This is an optimization exercise on Yosys and OpenROAD, whose aim is small area, a short achievable clock period and few clock cycles, not a production implementation.
RTL that was checked went through simulation tests only; none was proved equivalent to the original.
Power figures rest on the tool's default switching activity, not on a simulated workload.

==> flow/design.v (excerpt) <==
module arithmetic_station
(
    input  logic clk,
    input  logic rst,
    input  logic [1:0] enqueue,
    input  logic [151:0] data_in,
    input  logic [151:0] broadcast,
    output logic [75:0] data_out,
    output logic [1:0] full
);
Size: roughly 1500 cells after synthesis, about 120 flip-flops.
export LEC_CHECK = 0
export CAP_MARGIN = 20
export CORE_MARGIN = 2
export CORE_UTILIZATION = 40
export PLACE_DENSITY = 0.6
export SETUP_SLACK_MARGIN = 5
export SLEW_MARGIN = 20
create_clock -name core_clock -period 11.0 [get_ports {clk}]
run.sh (not shown) runs the stock make flow with config.mk's settings and CLKGATE_MAP_FILE= SYNTH_SCRIPT=/design/flow/synth_recipe.tcl, a recipe that flattens the netlist after the stock synthesis.
==> next run, changes <==
==> flow/flow/run.sh (new file) <==
#!/bin/bash
# Layout flow: the standard ORFS flow (standard.sh, all steps from the
# standard synthesis to finish) with two changes made through ORFS's own
# variables:
#  - every input and output port still gets a buffer, but a
#    sky130_fd_sc_hd__buf_1 instead of the default delay-buffer cell;
#  - timing repair (after CTS and after global routing) aims for extra setup
#    slack, so the layout runs faster than the 11 ns clock it is built for.
# The full output of the flow goes to standard.log in the work folder; ORFS
# keeps each tool's own log under orfs/logs/.
set -euo pipefail
export BUFFER_PORTS_ARGS="-buffer_cell sky130_fd_sc_hd__buf_1"
export SETUP_SLACK_MARGIN=8
bash standard.sh > standard.log 2>&1
==> flow/standard.sh (new file) <==
#!/bin/bash
# synth_recipe.tcl (not shown) runs the flow's synth.tcl, then flattens the netlist and writes it again
# the make line also repeats each setting of config.mk as NAME=value (left out here)
make -C /OpenROAD-flow-scripts/flow DESIGN_CONFIG=/design/flow/config.mk WORK_HOME=/design/flow/orfs CLKGATE_MAP_FILE= SYNTH_SCRIPT=/design/flow/synth_recipe.tcl "${@:-finish}"
SETUP_SLACK_MARGIN = unset   (was 5)
removed: flow/run.sh
After rerunning:
- The new run ran to the end with no violations
- worst setup slack gets better by 890 ps
- first-iteration DRC count fell by 8.1%
- clock power rose by 5.8%
- global-route usage rose by 0.21 points
- power rose by 8.7%
- cell area rose by 3.1%
- synthesized cell count does not change
- sequential power rose by about 3%
- critical path depth rose by 2
- via count rose by 3.3%
- core utilization rose by 1.6 points
No run of this note included a check of the RTL's function; only the layout flow was run.

---

arithmetic_station, a different RTL version from the one above (not shown whole).
Size in the first run: ~2300 cells after synthesis, roughly 190 flip-flops, about 390 I/O pins.
Settings: LEC_CHECK=0, CAP_MARGIN=20, CORE_MARGIN=2, CORE_UTILIZATION=40, PLACE_DENSITY=0.6, SLEW_MARGIN=20; clock period 11.0 ns.
Stock flow here: none of the scripts above is used.
==> next run, changes <==
Settings changed: SETUP_SLACK_MARGIN from default to 5.
=> Setup slack gains 0.80 ns; area after synthesis is unchanged; die area stays the same.
Function was not checked in any run of this note: the RTL went through the layout flow alone.

---

arithmetic_station, a different RTL version from the one above (not shown whole).
Size in the first run: ~1500 cells after synthesis, roughly 12000 sq um of cells after synthesis.
Settings: LEC_CHECK=0, CAP_MARGIN=20, CORE_MARGIN=2, CORE_UTILIZATION=55, CTS_BUF_LIST=sky130_fd_sc_hd__clkbuf_8, PLACE_DENSITY=0.7, SLEW_MARGIN=20; clock period 11.0 ns.
standard.sh (not shown) runs the stock make flow with config.mk's settings and CLKGATE_MAP_FILE= SYNTH_SCRIPT=/design/flow/synth_recipe.tcl, a recipe that flattens the netlist after the stock synthesis.
==> flow/flow/run.sh <==
#!/bin/bash
# Layout flow: the standard ORFS flow (standard.sh, all steps from the
# standard synthesis to finish) with two changes made through ORFS's own
# variables:
#  - every input and output port still gets a buffer, but a
#    sky130_fd_sc_hd__buf_1 instead of the default delay-buffer cell;
#  - timing repair (after CTS and after global routing) aims for extra setup
#    slack, so the layout runs faster than the 11 ns clock it is built for.
# The full output of the flow goes to standard.log in the work folder; ORFS
# keeps each tool's own log under orfs/logs/.
set -euo pipefail
export BUFFER_PORTS_ARGS="-buffer_cell sky130_fd_sc_hd__buf_1"
export SETUP_SLACK_MARGIN=7.5
bash standard.sh > standard.log 2>&1
Testbench counts at the start, summed over its fixed seeds: cycles 48,072.
Rerun with:
==> flow/run.sh (new file) <==
#!/bin/bash
# synth_recipe.tcl (not shown) runs the flow's synth.tcl, then flattens the netlist and writes it again
# the make line also repeats each setting of config.mk as NAME=value (left out here)
make -C /OpenROAD-flow-scripts/flow DESIGN_CONFIG=/design/flow/config.mk WORK_HOME=/design/flow/orfs CLKGATE_MAP_FILE= SYNTH_SCRIPT=/design/flow/synth_recipe.tcl finish
--- a/flow/config.mk
+++ b/flow/config.mk
@@ -12,0 +13 @@
+export SETUP_SLACK_MARGIN = 5
removed: flow/flow/run.sh
removed: flow/standard.sh
The changed run went through all stages and came out clean.
Total power grows by a little under a tenth.
Non-clock buffer count goes down by 14.
Wire length grows by a few percent.
Die area stays the same.
Global-route usage rises by 1.4 points.
Via count is higher by a few percent.
Design area increases by roughly a tenth.
Rerun with:
==> flow/flow/run.sh (new file) <==
#!/bin/bash
# Layout flow: the standard ORFS flow (standard.sh, all steps from the
# standard synthesis to finish) with two changes made through ORFS's own
# variables:
#  - every input and output port still gets a buffer, but a
#    sky130_fd_sc_hd__buf_1 instead of the default delay-buffer cell;
#  - timing repair (after CTS and after global routing) aims for extra setup
#    slack, so the layout runs faster than the 11 ns clock it is built for.
# The full output of the flow goes to standard.log in the work folder; ORFS
# keeps each tool's own log under orfs/logs/.
set -euo pipefail
export BUFFER_PORTS_ARGS="-buffer_cell sky130_fd_sc_hd__buf_1"
export SETUP_SLACK_MARGIN=7.5
bash standard.sh > standard.log 2>&1
==> flow/standard.sh (new file) <==
#!/bin/bash
# synth_recipe.tcl (not shown) runs the flow's synth.tcl, then flattens the netlist and writes it again
# the make line also repeats each setting of config.mk as NAME=value (left out here)
make -C /OpenROAD-flow-scripts/flow DESIGN_CONFIG=/design/flow/config.mk WORK_HOME=/design/flow/orfs CLKGATE_MAP_FILE= SYNTH_SCRIPT=/design/flow/synth_recipe.tcl "${@:-finish}"
--- a/flow/config.mk
+++ b/flow/config.mk
@@ -11 +10,0 @@
-export CTS_BUF_LIST = sky130_fd_sc_hd__clkbuf_8
@@ -13 +11,0 @@
-export SETUP_SLACK_MARGIN = 5
removed: flow/run.sh
Maximum frequency rose by 27%; utilization decreases by 5.3 points; wire length fell by 2.8%; hold slack loses 6.6 ps; cell count climbs by 0.60%; power drops by 0.85%; critical path depth goes down by 1; sequential share of layout area increases by 1.3 points; combinational power fell by about 6%; clock-buffer cell count grows by 1; cell area is lower by 7.6%.

---

The RTL this note starts from:
==> flow/design.v <==
package rv32cpu_type;
    typedef struct packed {
        logic   [31:0]      pc;
        logic   [31:0]      ir;
        logic   [1:0]       br_predicted;
    } instr_queue_entry_t;
    typedef struct packed {
        logic               valid;
        logic               rd_valid;
        logic               regf_we;
        logic   [4:0]       rd_s;
        logic   [31:0]      rd_v;
        logic   [31:0]      pc;
        logic               br;
        logic   [1:0]       br_predicted;
        logic               br_actual;
    } rob_entry_t;
    typedef struct packed {
        logic               valid;
        logic   [31:0]      rd_v;
        logic   [4:0]       rob_id;
    } cdb_entry_t;
    typedef struct packed {
        logic               valid;
        logic               br_en;
        logic               jalr;
        logic   [31:0]      pc_jalr;
        logic   [4:0]       rob_id;
    } br_entry_t;
    typedef struct packed {
        logic   [31:0]          inst;
        logic                   valid;  
        logic   [31:0]          pc;
        logic   [4:0]           ard_s;  
        logic   [2:0]           funct3;
        logic   [31:0]          imm;
        logic   [2:0]           funct;  
        logic   [6:0]           funct7;
        logic   [4:0]           ars1_s;
        logic   [4:0]           ars2_s;
        logic   [31:0]          rs1_val;
        logic   [31:0]          rs2_val;
        logic                   regf_we;
    } decode_t;
    typedef struct packed {
        logic         valid;
        logic [2:0]   funct3;
        logic         funct7;
        logic         rs1_renamed; 
        logic [31:0]  rs1_data;
        logic         rs2_renamed; 
        logic [31:0]  rs2_data;
        logic   [4:0] rob_id;
    } rs_entry_t;
    typedef struct packed {
        logic         valid;
        logic         committed;
        logic         resolved;
        logic [2:0]   funct3;
        logic [3:0]   mask;
        logic         rs1_renamed; 
        logic [31:0]  rs1_data;
        logic         rs2_renamed; 
        logic [31:0]  rs2_data;
        logic [11:0]  imm;
        logic   [4:0] rob_id;
    } rs_store_entry_t;
    typedef struct packed {
        logic         valid;
        logic [2:0]   funct3;
        logic         rs1_renamed; 
        logic [31:0]  rs1_data;
        logic [11:0]  imm;
        logic         store_resolved;
        logic [3:0]   store_id;
        logic   [4:0] rob_id;
    } rs_load_entry_t;
    typedef struct packed {
        logic           valid;
        logic   [63:0]  order;
        logic   [31:0]  inst;
        logic   [4:0]   rs1_addr;
        logic   [4:0]   rs2_addr;
        logic           rs1_renamed;
        logic           rs2_renamed;
        logic   [31:0]  rs1_rdata;
        logic   [31:0]  rs2_rdata;
        logic           regf_we;
        logic   [4:0]   rd_addr;
        logic   [31:0]  rd_v;
        logic   [31:0]  pc_rdata;
        logic   [31:0]  pc_wdata;
        logic   [31:0]  mem_addr;
        logic   [3:0]   mem_rmask;
        logic   [3:0]   mem_wmask;
        logic   [31:0]  mem_rdata;
        logic   [31:0]  mem_wdata;
    } monitor_t;
    typedef enum logic [2:0] {
        op_f_alu     =3'b000,
        op_f_mult    =3'b001,
        op_f_div     =3'b010,
        op_f_br      =3'b011,
        op_f_load    =3'b100,
        op_f_store   =3'b101
    } funct_t;
    typedef enum logic [6:0] {
        op_b_lui       = 7'b0110111,  
        op_b_auipc     = 7'b0010111,  
        op_b_jal       = 7'b1101111,  
        op_b_jalr      = 7'b1100111,  
        op_b_br        = 7'b1100011,  
        op_b_load      = 7'b0000011,  
        op_b_store     = 7'b0100011,  
        op_b_imm       = 7'b0010011,  
        op_b_reg       = 7'b0110011   
    } rv32i_opcode;
    typedef enum logic [2:0] {
        arith_f3_add   = 3'b000,  
        arith_f3_sll   = 3'b001,
        arith_f3_slt   = 3'b010,
        arith_f3_sltu  = 3'b011,
        arith_f3_xor   = 3'b100,
        arith_f3_sr    = 3'b101,  
        arith_f3_or    = 3'b110,
        arith_f3_and   = 3'b111
    } arith_f3_t;
    typedef enum logic [2:0]{
        mul_f3_mul     = 3'b000,
        mul_f3_mulh    = 3'b001,  
        mul_f3_mulhsu  = 3'b010,  
        mul_f3_mulhu   = 3'b011,  
        mul_f3_div     = 3'b100,
        mul_f3_divu    = 3'b101,
        mul_f3_rem     = 3'b110,  
        mul_f3_remu    = 3'b111   
    } mul_div_f3_t;
    typedef enum logic [6:0] {
        base           = 7'b0000000,
        multiply       = 7'b0000001,
        variant        = 7'b0100000
    } funct7_t;
    typedef enum logic [2:0] {
        load_f3_lb     = 3'b000,
        load_f3_lh     = 3'b001,
        load_f3_lw     = 3'b010,
        load_f3_lbu    = 3'b100,
        load_f3_lhu    = 3'b101
    } load_f3_t;
    typedef enum logic [2:0] {
        store_f3_sb    = 3'b000,
        store_f3_sh    = 3'b001,
        store_f3_sw    = 3'b010
    } store_f3_t;
    typedef enum logic [2:0] {
        branch_f3_beq  = 3'b000,
        branch_f3_bne  = 3'b001,
        branch_f3_blt  = 3'b100,
        branch_f3_bge  = 3'b101,
        branch_f3_bltu = 3'b110,
        branch_f3_bgeu = 3'b111
    } branch_f3_t;
    typedef enum logic [2:0] {
        alu_op_add     = 3'b000,
        alu_op_sll     = 3'b001,
        alu_op_sra     = 3'b010,
        alu_op_sub     = 3'b011,
        alu_op_xor     = 3'b100,
        alu_op_srl     = 3'b101,
        alu_op_or      = 3'b110,
        alu_op_and     = 3'b111
    } alu_ops;
    typedef union packed {
        logic [31:0] word;
        struct packed {
            logic [11:0] i_imm;
            logic [4:0]  rs1;
            logic [2:0]  funct3;
            logic [4:0]  rd;
            rv32i_opcode opcode;
        } i_type;
        struct packed {
            logic [6:0]  funct7;
            logic [4:0]  rs2;
            logic [4:0]  rs1;
            logic [2:0]  funct3;
            logic [4:0]  rd;
            rv32i_opcode opcode;
        } r_type;
        struct packed {
            logic [11:5] imm_s_top;
            logic [4:0]  rs2;
            logic [4:0]  rs1;
            logic [2:0]  funct3;
            logic [4:0]  imm_s_bot;
            rv32i_opcode opcode;
        } s_type;
        struct packed {
            logic [31:25] imm_b_top;
            logic [4:0] rs2;
            logic [4:0] rs1;
            logic [2:0] funct3;
            logic [11:7] imm_b_bot;
            rv32i_opcode opcode;
        } b_type;
        struct packed {
            logic [31:12] imm;
            logic [4:0]   rd;
            rv32i_opcode  opcode;
        } j_type;
        struct packed {
            logic [31:12] imm;
            logic [4:0]   rd;
            rv32i_opcode  opcode;
        } u_type;                
    } instr_t;
endpackage
module alu32
(
    input   logic   [31:0]      a, b,
    input   logic   [2:0]       op_funct3,
    input   logic               op_funct7,
    input   logic               sub,         
    output  logic   [31:0]      out
);
    logic        left, arith, lt, ltu;
    logic [31:0] bx, sum, sh_in, sh_out, sh_rev;
    logic [33:0] s;
    assign bx  = b ^ {32{sub}};
    assign s   = {1'b0, a, 1'b1} + {1'b0, bx, sub};
    assign sum = s[32:1];
    assign ltu = ~s[33];
    assign lt  = (a[31] ^ b[31]) ? a[31] : sum[31];
    assign left  = ~op_funct3[2];
    assign arith = op_funct7 & a[31];
    always_comb for (int i = 0; i < 32; i++) sh_in[i] = left ? a[31-i] : a[i];
    assign sh_out = signed'({arith & ~left, sh_in}) >>> b[4:0];
    always_comb for (int i = 0; i < 32; i++) sh_rev[i] = sh_out[31-i];
    always_comb begin
        case (op_funct3)
            3'b000: out = sum;
            3'b001: out = sh_rev;
            3'b010: out = {31'd0, lt};
            3'b011: out = {31'd0, ltu};
            3'b100: out = a ^ b;
            3'b101: out = sh_out;
            3'b110: out = a | b;
            default: out = a & b;
        endcase
    end
endmodule
module arithmetic_station
(
    input  logic clk,
    input  logic rst,
    input  logic [1:0] enqueue,
    input  logic [151:0] data_in,
    input  logic [151:0] broadcast,
    output logic [75:0] data_out,
    output logic [1:0] full
);
    logic [0:0]  e;                      
    logic [0:0]  k;                      
    assign e = 1'b0;
    assign k = 1'b0;
    logic [32:0] opa  [0:0];
    logic [32:0] opb  [0:0];
    logic [9:0]  ctl  [0:0];             
    logic        vld  [0:0];
    logic [37:0] res  [0:0];
    logic        v, r1, r2, f7, sb;
    logic [2:0]  f3;
    logic [31:0] d1, d2;
    logic [4:0]  id;
    assign {r1, d1} = opa[e];
    assign {r2, d2} = opb[e];
    assign {f3, f7, sb, id} = ctl[e];
    assign v = vld[e];
    logic        go;
    logic [31:0] y;
    assign go = v & ~r1 & ~r2;
    alu32 alu_0(.a(d1), .b(d2), .op_funct3(f3), .op_funct7(f7), .sub(sb), .out(y));
    assign data_out = {38'd0, res[k]};
    assign full[0] = v & ~go;
    assign full[1] = 1'b1;
    logic        enq;
    logic [75:0] in0;
    assign enq = enqueue[0];
    assign in0 = data_in[75:0];
    logic [3:0] h1, h2;              
    always_comb for (int j = 0; j < 4; j++) begin
        h1[j] = broadcast[38*j + 37] && broadcast[38*j +: 5] == d1[4:0];
        h2[j] = broadcast[38*j + 37] && broadcast[38*j +: 5] == d2[4:0];
    end
    logic [3:0]  s1, s2;
    logic        k1, k2;             
    assign s1 = {4{~enq & r1}} & h1;
    assign s2 = {4{~enq & r2}} & h2;
    assign k1 = ~enq & ~(r1 & |h1);
    assign k2 = ~enq & ~(r2 & |h2);
    logic [31:0] n1, n2;
    always_comb begin
        n1 = ({32{enq}} & in0[69:38]) | ({32{k1}} & d1);
        n2 = ({32{enq}} & in0[36:5])  | ({32{k2}} & d2);
        for (int j = 0; j < 4; j++) begin
            n1 = n1 | ({32{s1[j]}} & broadcast[38*j + 5 +: 32]);
            n2 = n2 | ({32{s2[j]}} & broadcast[38*j + 5 +: 32]);
        end
    end
    logic [9:0] ctl_in;
    assign ctl_in = {in0[74:71], (~in0[74] & in0[73]) | (in0[74:72] == 3'b000 && in0[71]), in0[4:0]};
    always_ff @(posedge clk) begin
        opa[e] <= {enq ? in0[70] : (r1 & ~|h1), n1};
        opb[e] <= {enq ? in0[37] : (r2 & ~|h2), n2};
        ctl[e] <= enq ? ctl_in : {f3, f7, sb, id};
        vld[e] <= ~rst & (enq | (v & ~go));
        res[k] <= {~rst & go, y, id};
    end
endmodule
export LEC_CHECK = 0
export CAP_MARGIN = 20
export CORE_MARGIN = 2
export CORE_UTILIZATION = 55
export PLACE_DENSITY = 0.7
export SLEW_MARGIN = 20
create_clock -name core_clock -period 11.0 [get_ports {clk}]
==> flow/flow/run.sh <==
#!/bin/bash
# Layout flow: the standard ORFS flow (standard.sh, all steps from the
# standard synthesis to finish) with two changes made through ORFS's own
# variables:
#  - every input and output port still gets a buffer, but a
#    sky130_fd_sc_hd__buf_1 instead of the default delay-buffer cell;
#  - timing repair (after CTS and after global routing) aims for extra setup
#    slack, so the layout runs faster than the 11 ns clock it is built for.
# The full output of the flow goes to standard.log in the work folder; ORFS
# keeps each tool's own log under orfs/logs/.
set -euo pipefail
export BUFFER_PORTS_ARGS="-buffer_cell sky130_fd_sc_hd__buf_1"
export SETUP_SLACK_MARGIN=8
bash standard.sh > standard.log 2>&1
Testbench counts at the start, summed over its fixed seeds: cycles 48,072.
Then changed:
--- a/flow/flow/run.sh
+++ b/flow/flow/run.sh
@@ -12,3 +12,3 @@
 export BUFFER_PORTS_ARGS="-buffer_cell sky130_fd_sc_hd__buf_1"
-export SETUP_SLACK_MARGIN=8
+export SETUP_SLACK_MARGIN=7.5
 bash standard.sh > standard.log 2>&1
Cell count goes down by 3.6%.
Clock-buffer cell count is unchanged.
Total power fell by 12%.
Area after synthesis does not change.
Sequential share of layout area goes up by 2.5 points.

afterwards: timing with drivers on the ports:
Ports are ideal in the flow. The routed layouts listed here were re-timed in OpenROAD.
Step 1: set_driving_cell puts a clkbuf_16 on clk and a buf_2 on each other input, an assumption about the parent block.
Step 2 also shifts input and output timing later by t, the mid clock arrival at the registers, as if the neighbouring blocks saw the same clock.
a / b / c = no drivers / after step 1 / after step 2; a / b = the first two.
| run | t (ns) | slack for setup (ns) | worst setup path at the end |
|---|---|---|---|
| the first run of note 1 | 0.484 | 6.726 / 6.748 / 6.263 | input to register |
| the second run of note 1 | 0.485 | 7.619 / 7.625 / 7.150 | input to register |
| the first run of note 2 | 0.544 | 4.355 / 4.355 / 4.355 | register to register |
| the second run of note 2 | 0.542 | 5.156 / 5.156 / 5.156 | register to register |
| the first run of note 3 | 0.515 | 7.519 / 7.499 / 7.009 | input to register |
| the second run of note 3 | 0.521 | 6.497 / 6.512 / 5.991 | input to register |
| the third run of note 3 | 0.474 | 7.461 / 7.485 / 7.012 | input to register |
| the first run of note 4 | 0.487 | 7.460 / 7.474 / 6.987 | input to register |
| the second run of note 4 | 0.477 | 7.468 / 7.496 / 7.018 | input to register |
After both steps every run listed still meets setup and hold. For the first run of note 3, which loses most, drivers alone change the setup slack by -0.020 ns; drivers and shift together by -0.510 ns.
